Context: an optimization exercise on an open-source flow, tuned for small area and a short achievable clock period. The choices shown serve that exercise and are no tape-out recipe.
The RTL was checked by simulation tests, not by an equivalence proof against the original design.
No activity file was given, so power comes from the tool's default toggle rates.

==> run a <==
## PRBS31_Seed_Checker
module PRBS31_Seed_Checker(
    input clock,
    input reset,
    input pulse,
    input [3:0] channel,
    input [15:0] injectErrorCount,
    input [31:0] DataIn,
    output [17:0] shortErrorCount,
    output [127+128:0] dataOut
    );
localparam [31:0] MAGIC = 32'h7009a0b2;
localparam [31:0] SEED  = 32'h1f044a52;
localparam [31:0] QINIT = 32'hffffd000;    
localparam [1:0] IDLE = 2'd0, CHECK = 2'd1, IFS2 = 2'd2, SYNC = 2'd3;
reg [31:0] Dh;           
reg [31:0] DO;           
reg [31:0] DE;           
reg        rd;           
reg        ld;           
reg        sv;           
reg [1:0]  state;
reg [3:0]  cnt;
reg [31:0] Q;            
reg [15:0] NOLD;         
reg        RELINK;
reg [17:0] ECL;          
reg        cy;           
reg        clr_d;        
reg [31:0] R;            
reg [5:0]  popR;         
reg        errR;         
reg        oEF;
reg [3:0]  och;
reg [47:0] oTS;
reg [15:0] omatch;
reg [31:0] oDE, oDO, oBE;
reg [58:0] oEC;
wire [31:0] nxt = {DE[7]^DE[1], DE[31:29]^DE[6:4]^DE[3:1], DE[31:4]^DE[28:1]};
wire [31:0] seeds = rd ? 32'd0 : ld ? SEED : sv ? nxt : DE;
wire [31:0] BE = sv ? (DE ^ DO) : 32'd0;
wire        EF = sv & errR;
wire [47:0] TS = rd ? 48'd0 : oTS + 48'd1;
wire [40:0] ECH = clr_d ? 41'd0 : oEC[58:18] + {40'd0, cy};
wire [58:0] EC = {ECH, ECL};
wire [63:0] Data_reg = {Dh, DO};    
wire        z35_5 = ~|Data_reg[35:5];
  ...
clock: 25.0 ns
lec_check: 0
cap_margin: 20
core_margin: 2
core_utilization: 40
gpl_timing_driven: 0
place_density: 0.6
setup_slack_margin: 1.0
slew_margin: 20
synth_hierarchical: 1
synth_minimum_keep_size: 0
standard.sh (not shown) runs the stock make flow with config.mk's settings and CLKGATE_MAP_FILE= SYNTH_SCRIPT=/design/flow/synth_recipe.tcl, a recipe that flattens the netlist after the stock synthesis.
==> flow/flow/run.sh <==
#!/bin/bash
# Layout flow: the standard synthesis unchanged, then the standard layout
# with smaller port buffers and clock buffers, synthesis buffers removed, and
# timing repair aimed at a tighter setup margin (the SDC is unchanged).
set -euo pipefail
bash standard.sh synth > synth.log 2>&1
bash standard.sh SETUP_SLACK_MARGIN=18 REMOVE_ABC_BUFFERS=1 \
  "BUFFER_PORTS_ARGS=-buffer_cell sky130_fd_sc_hd__buf_1" \
  CTS_BUF_LIST=sky130_fd_sc_hd__clkbuf_8 finish > layout.log 2>&1
==> run b (differences from run a) <==
==> flow/flow/run.sh (replaced) <==
#!/bin/bash
# Layout flow: the standard synthesis unchanged, then the standard layout
# with smaller port buffers and clock buffers, no clock-tree dummy loads,
# synthesis buffers removed, and timing repair aimed at a tighter setup
# margin (the SDC is unchanged).
set -euo pipefail
bash standard.sh synth > synth.log 2>&1
bash standard.sh SETUP_SLACK_MARGIN=18 REMOVE_ABC_BUFFERS=1 \
  "BUFFER_PORTS_ARGS=-buffer_cell sky130_fd_sc_hd__buf_1" \
  "CTS_ARGS=-sink_clustering_enable -repair_clock_nets -dont_use_dummy_load -buf_list sky130_fd_sc_hd__clkbuf_8" \
  finish > layout.log 2>&1
--- a/flow/config.mk
+++ b/flow/config.mk
@@ -10,3 +10,2 @@
 export CORE_UTILIZATION = 40
-export GPL_TIMING_DRIVEN = 0
 export PLACE_DENSITY = 0.6
==> run c (differences from run a) <==
--- a/flow/flow/run.sh
+++ b/flow/flow/run.sh
@@ -6,3 +6,3 @@
 bash standard.sh synth > synth.log 2>&1
-bash standard.sh SETUP_SLACK_MARGIN=18 REMOVE_ABC_BUFFERS=1 \
+bash standard.sh SETUP_SLACK_MARGIN=18.5 REMOVE_ABC_BUFFERS=1 \
   "BUFFER_PORTS_ARGS=-buffer_cell sky130_fd_sc_hd__buf_1" \
--- a/flow/config.mk
+++ b/flow/config.mk
@@ -10,3 +10,2 @@
 export CORE_UTILIZATION = 40
-export GPL_TIMING_DRIVEN = 0
 export PLACE_DENSITY = 0.6
==> qor summary <==
item	run a	run b	run c
Post-DR vias/cell	5.233	5.228	5.186
Vias in the first global route	22517	22719	23169
Metal1 wirelength	60310 um	63340 um	63900 um
GR Util met3	0.06701	0.07926	0.07673
Combinational group share of total power	0.360	0.401	0.373
Peak supply drop	0.00005084 V	0.00006295 V	0.00006312 V
Run status	no timing/DRC/antenna violations	no timing/DRC/antenna violations	no timing/DRC/antenna violations
Quantity of gates resized following cts	90	67	171
Synth-to-Final Area Change	16.88%	16.82%	21.70%
Worst hold margin	0.4991 ns	0.5037 ns	0.4605 ns
Setup CP Type	flop to flop	input pin to flop	flop to flop
Type of element launching the critical path	flop	input pin	flop
Total global-route track usage	0.3624	0.3761	0.3799

==> separate check: timing with driven ports <==
The results above use ideal ports. As a check the final layouts listed here were re-extracted and re-timed, cells and wires unchanged.
Step 1 assumes that a clkbuf_16 drives the clock port and a buf_2 every other input.
Step 2 also shifts input and output timing later by t, the mid clock arrival at the registers, as if the neighbouring blocks saw the same clock.
a / b / c = ideal ports / drivers / drivers and shift; a / b = the first two.
run	t, ns	setup slack, ns	worst setup path after step 2
run a	0.742	17.989 / 17.989 / 17.322	input to register
run b	0.719	18.001 / 18.018 / 17.300	input to register
run c	0.747	18.061 / 18.061 / 17.331	input to register
After both steps every run listed still meets setup and hold. The setup slack of run c, which loses most, moves by 0.000 ns with the drivers and by -0.730 ns with both steps.
